What follows belongs to an exercise in optimizing a design on an open flow for small area, a short achievable clock period and few clock cycles per item; a production flow would make more cautious choices.
Only simulation tests tie the RTL to the original design; equivalence was not proved.

==> trial 68 <==
==> flow/design.v (excerpt) <==
module MCH (
    input               clk,
    input               reset,
    input       [ 7:0]  X,
    input       [ 7:0]  Y,
    output              Done,
    output      [16:0]  area
);
export LEC_CHECK = 0
export CAP_MARGIN = 20
export CORE_MARGIN = 2
export CORE_UTILIZATION = 35
export CTS_CLUSTER_DIAMETER = 60
export CTS_CLUSTER_SIZE = 30
export PLACE_DENSITY = 0.55
export SLEW_MARGIN = 20
create_clock -name core_clock -period 13.0 [get_ports {clk}]
standard.sh (not shown) runs the stock make flow with config.mk's settings and CLKGATE_MAP_FILE= SYNTH_SCRIPT=/design/flow/synth_recipe.tcl, a recipe that flattens the netlist after the stock synthesis.
==> flow/flow/run.sh <==
#!/bin/bash
# Layout flow: the standard flow (standard synthesis, floorplan, placement,
# CTS, routing) unchanged, except that ORFS's timing repair (after CTS and after
# global routing) is asked to leave 9 ns of setup slack instead of 0, so that it
# also speeds up paths that already meet the 13 ns clock. The clock, the I/O
# constraints and everything else are the design's.
set -uo pipefail
cp standard.sh standard_sh.copy.log
export SETUP_SLACK_MARGIN=9
bash standard.sh > standard.log 2>&1
==> trial 65 (differences from trial 68) <==
- CTS_CLUSTER_DIAMETER: 60 -> 100
- CTS_CLUSTER_SIZE: 30 -> 20
- PLACE_DENSITY: 0.55 -> 0.68
==> reports/summary.txt <==
outcome -> timing/DRC/antenna clean
placed cells -> 8683
Seq area share -> 37.3%
met2 usage in global routing -> 37.4%
Hold Path Sink -> rn1
met3 usage -> 4.42%
HP Start -> rn0
first-pass GRT wire length -> 331000 um
Vias -> 52287
Rel. slew slack -> 19.9%
the above is filed under trial 65

==> reports/summary.txt <==
outcome -> timing/DRC/antenna clean
Rel. slew slack -> 22.0%
first-pass GRT wire length -> 359000 um
placed cells -> 8704
met3 usage -> 5.63%
Seq area share -> 36.0%
met2 usage in global routing -> 41.5%
the above is filed under trial 68

Testbench counts of trial 68, summed over its fixed seeds: cycles 15,977, hulls 384.
Testbench counts of trial 65, summed over its fixed seeds: cycles 15,977, hulls 384.


==> indigo <==
MCH again, from the RTL that the note above started with.
export LEC_CHECK = 0
export ABC_AREA = 1
export CAP_MARGIN = 20
export CORE_MARGIN = 2
export CORE_UTILIZATION = 35
export CTS_CLUSTER_DIAMETER = 100
export CTS_CLUSTER_SIZE = 20
export PLACE_DENSITY = 0.55
export PLACE_DENSITY_LB_ADDON = 0.05
export SLEW_MARGIN = 20
create_clock -name core_clock -period 13.0 [get_ports {clk}]
==> flow/flow/run.sh <==
#!/bin/bash
# Layout flow: the standard flow (standard synthesis, floorplan, placement,
# CTS, routing) unchanged, except that ORFS's timing repair (after CTS and after
# global routing) is asked to leave 9.3 ns of setup slack instead of 0, so that it
# also speeds up paths that already meet the 13 ns clock. The clock, the I/O
# constraints and everything else are the design's.
set -uo pipefail
cp standard.sh standard_sh.copy.log
export SETUP_SLACK_MARGIN=9.3
bash standard.sh > standard.log 2>&1
==> fjord (differences from indigo) <==
--- a/flow/design.v
+++ b/flow/design.v
@@ -1049,39 +1049,55 @@
 wire [7:0] Hx = cn ? hx1 : hx0, Hy = cn ? hy1 : hy0;
 wire [7:0] Qx = cn ? qx1 : qx0, Qy = cn ? qy1 : qy0;
 wire [7:0] Nx = cn ? nx1 : nx0, Ny = cn ? ny1 : ny0;
 wire       Sv = cn ? sv1 : sv0, Hv = cn ? hv1 : hv0;
 wire       Qok = cn ? qok1 : qok0, Nok = cn ? nok1 : nok0;
 wire       Frst = cn ? first1 : first0;
 wire       hasop = s2v;                        
+wire [7:0] ks_x = Sx, ks_y = Sy, kt_x = Tx, kt_y = Ty, kq_x = Qx, kq_y = Qy;
+wire [7:0] us_x = Tx, us_y = Ty, ut_x = Qx, ut_y = Qy, uq_x = Nx, uq_y = Ny;
+wire [7:0] os_x = Hx, os_y = Hy, ot_x = Sx, ot_y = Sy, oq_x = Qx, oq_y = Qy;
+wire [7:0] k1x = cn ? kq_x : kt_x, k1y = cn ? kq_y : kt_y, k2x = cn ? kt_x : kq_x, k2y = cn ? kt_y : kq_y;
+wire [7:0] u1x = cn ? uq_x : ut_x, u1y = cn ? uq_y : ut_y, u2x = cn ? ut_x : uq_x, u2y = cn ? ut_y : uq_y;
+wire [7:0] o1x = cn ? oq_x : ot_x, o1y = cn ? oq_y : ot_y, o2x = cn ? ot_x : oq_x, o2y = cn ? ot_y : oq_y;
+wire [7:0] kA = k1x - ks_x, kD = k2x - ks_x;
+wire [8:0] kB = {1'b0, k2y} - {1'b0, ks_y}, kC = {1'b0, ks_y} - {1'b0, k1y};
+wire [7:0] uA = u1x - us_x, uD = u2x - us_x;
+wire [8:0] uB = {1'b0, u2y} - {1'b0, us_y}, uC = {1'b0, us_y} - {1'b0, u1y};
+wire [7:0] oA = o1x - os_x, oD = o2x - os_x;
+wire [8:0] oB = {1'b0, o2y} - {1'b0, os_y}, oC = {1'b0, os_y} - {1'b0, o1y};
+wire [7:0] kW = kq_x - kt_x, uW = uq_x - ut_x;
+wire [8:0] kH = {1'b0, kq_y} + {1'b0, kt_y}, uH = {1'b0, uq_y} + {1'b0, ut_y};
 wire useu = hasop && push;
 wire useo = hasop && pop;
-wire [7:0] ps_x = useo ? Hx : useu ? Tx : Sx, ps_y = useo ? Hy : useu ? Ty : Sy;
-wire [7:0] pt_x = useo ? Sx : useu ? Qx : Tx, pt_y = useo ? Sy : useu ? Qy : Ty;
-wire [7:0] pq_x = useu ? Nx : Qx, pq_y = useu ? Ny : Qy;
-wire [7:0] o1x = cn ? pq_x : pt_x, o1y = cn ? pq_y : pt_y, o2x = cn ? pt_x : pq_x, o2y = cn ? pt_y : pq_y;
-wire [7:0] nA = o1x - ps_x, nD = o2x - ps_x;
-wire [8:0] nB = {1'b0, o2y} - {1'b0, ps_y}, nC = {1'b0, ps_y} - {1'b0, o1y};
-wire [7:0] nW = pq_x - pt_x;
-wire [8:0] nH = {1'b0, pq_y} + {1'b0, pt_y};
 wire nv   = scan && (cn ? (scnt >= 3'd2) : (scnt >= 3'd1)) && (useu ? Nok : (useo ? 1'b1 : Qok));
 reg  [16:0] acc;
 reg         done_r;
 always @(posedge clk) begin
     q0r <= row0; q1r <= row1;
     trr0 <= d1first ? (trap0 ^ {17{d1c}}) : 17'd0;
     trr1 <= d1first ? (trap1 ^ {17{d1c}}) : 17'd0;
     trneg <= d1first & d1c;
     s2c <= d1c; s2force <= d1force;
     if (state == S_WAIT) acc <= 17'd0;
     else if (s2v) acc <= pop ? acc_p : acc_k;
     d1c <= cn;
-    dA <= nA; dB <= nB; dC <= nC; dD <= nD; dW <= nW; dH <= nH;
-    d1first <= useu | (!useo & Frst);
-    d1force <= useo ? !Hv : useu ? 1'b0 : !Sv;
+    if (useo) begin
+        dA <= oA; dB <= oB; dC <= oC; dD <= oD;
+        d1first <= 1'b0;
+        d1force <= !Hv;
+    end else if (useu) begin
+        dA <= uA; dB <= uB; dC <= uC; dD <= uD; dW <= uW; dH <= uH;
+        d1first <= 1'b1;
+        d1force <= 1'b0;
+    end else begin
+        dA <= kA; dB <= kB; dC <= kC; dD <= kD; dW <= kW; dH <= kH;
+        d1first <= Frst;
+        d1force <= !Sv;
+    end
 end
 always @(posedge clk) begin
     rdn0 <= 1'b0; rdh0 <= 1'b0;
     rdn1 <= 1'b0; rdh1 <= 1'b0;
     rq0 <= wait2;
     if (wait2) begin rem0 <= relU1; rem1 <= relD1; end
     rq1 <= rq0;
==> flow/run.sh (new file) <==
#!/bin/bash
# synth_recipe.tcl (not shown) runs the flow's synth.tcl, then flattens the netlist and writes it again
# the make line also repeats each setting of config.mk as NAME=value (left out here)
make -C /OpenROAD-flow-scripts/flow DESIGN_CONFIG=/design/flow/config.mk WORK_HOME=/design/flow/orfs CLKGATE_MAP_FILE= SYNTH_SCRIPT=/design/flow/synth_recipe.tcl finish
Settings changed: ABC_AREA 1 to default, CORE_UTILIZATION 35 to 25, CTS_CLUSTER_DIAMETER 100 to default, CTS_CLUSTER_SIZE 20 to default, PLACE_DENSITY 0.55 to 0.45, PLACE_DENSITY_LB_ADDON 0.05 to default.
removed: flow/flow/run.sh
removed: flow/standard.sh
==> notes.md <==
Core utilization of the finished layout: fjord 28.22%; indigo 39.59%
Relative max-transition margin: fjord 14.48%; indigo 25.74%
Total number of cells along the worst setup path: fjord 10; indigo 1
Non-clk buf share: fjord 1.755%; indigo 4.333%
Synthesized instance count: fjord 7084; indigo 8454
Area of the multi-input gates: fjord 0.03539 mm^2; indigo 0.03349 mm^2
Crit Path Class: fjord reg2reg; indigo reg2out
Overall via count from detail_route: fjord 54140; indigo 58080
Result of the run: fjord complete, no violations; indigo complete, no violations
Worst hold slack: fjord 0.3277 ns; indigo 0.3345 ns
Required time of the worst setup path: fjord 13.61 ns; indigo 10.40 ns
Met1 wire length: fjord 116.7 mm; indigo 109.8 mm
Number of antenna violations at the first check in global routing: fjord 8; indigo 0
Delay of the slowest cell on the worst path: fjord 0.95 ns; indigo 0.41 ns
Period minus WS final: fjord 5.422 ns; indigo 3.864 ns
Finished Cell Area: fjord 0.07395 mm^2; indigo 0.07271 mm^2
Non-Clock Buffer Count: fjord 161; indigo 310
Effective utilization at floorplan: fjord 25.09%; indigo 35.30%
Met3 Usage GRT: fjord 3.312%; indigo 2.566%
WL met2: fjord 127.3 mm; indigo 128.8 mm
Testbench counts of indigo, summed over its fixed seeds: cycles 15,977, hulls 384.
Testbench counts of fjord, summed over its fixed seeds: cycles 15,977, hulls 384.

re-timing with driven ports:
The results above use ideal ports. As a check the final layouts listed here were re-extracted and re-timed, cells and wires unchanged.
Step 1 assumes that a clkbuf_16 drives the clock port and a buf_2 every other input.
Step 2, shift: input delay + t, output delay - t, t = (earliest + latest rising clock arrival at the registers) / 2. This alone moves slack from input paths to output paths.
Slacks: ideal / step 1 / step 2; pairs: ideal / step 1.
run	shift t [ns]	setup slack, ns	worst setup path after step 2
trial 68	0.857	8.801 / 8.801 / 8.801	register to register
trial 65	0.803	8.890 / 8.890 / 8.890	register to register
indigo	0.846	9.136 / 9.047 / 9.246	register to register
fjord	0.879	7.578 / 7.578 / 7.578	register to register
After both steps every run listed still meets setup and hold.
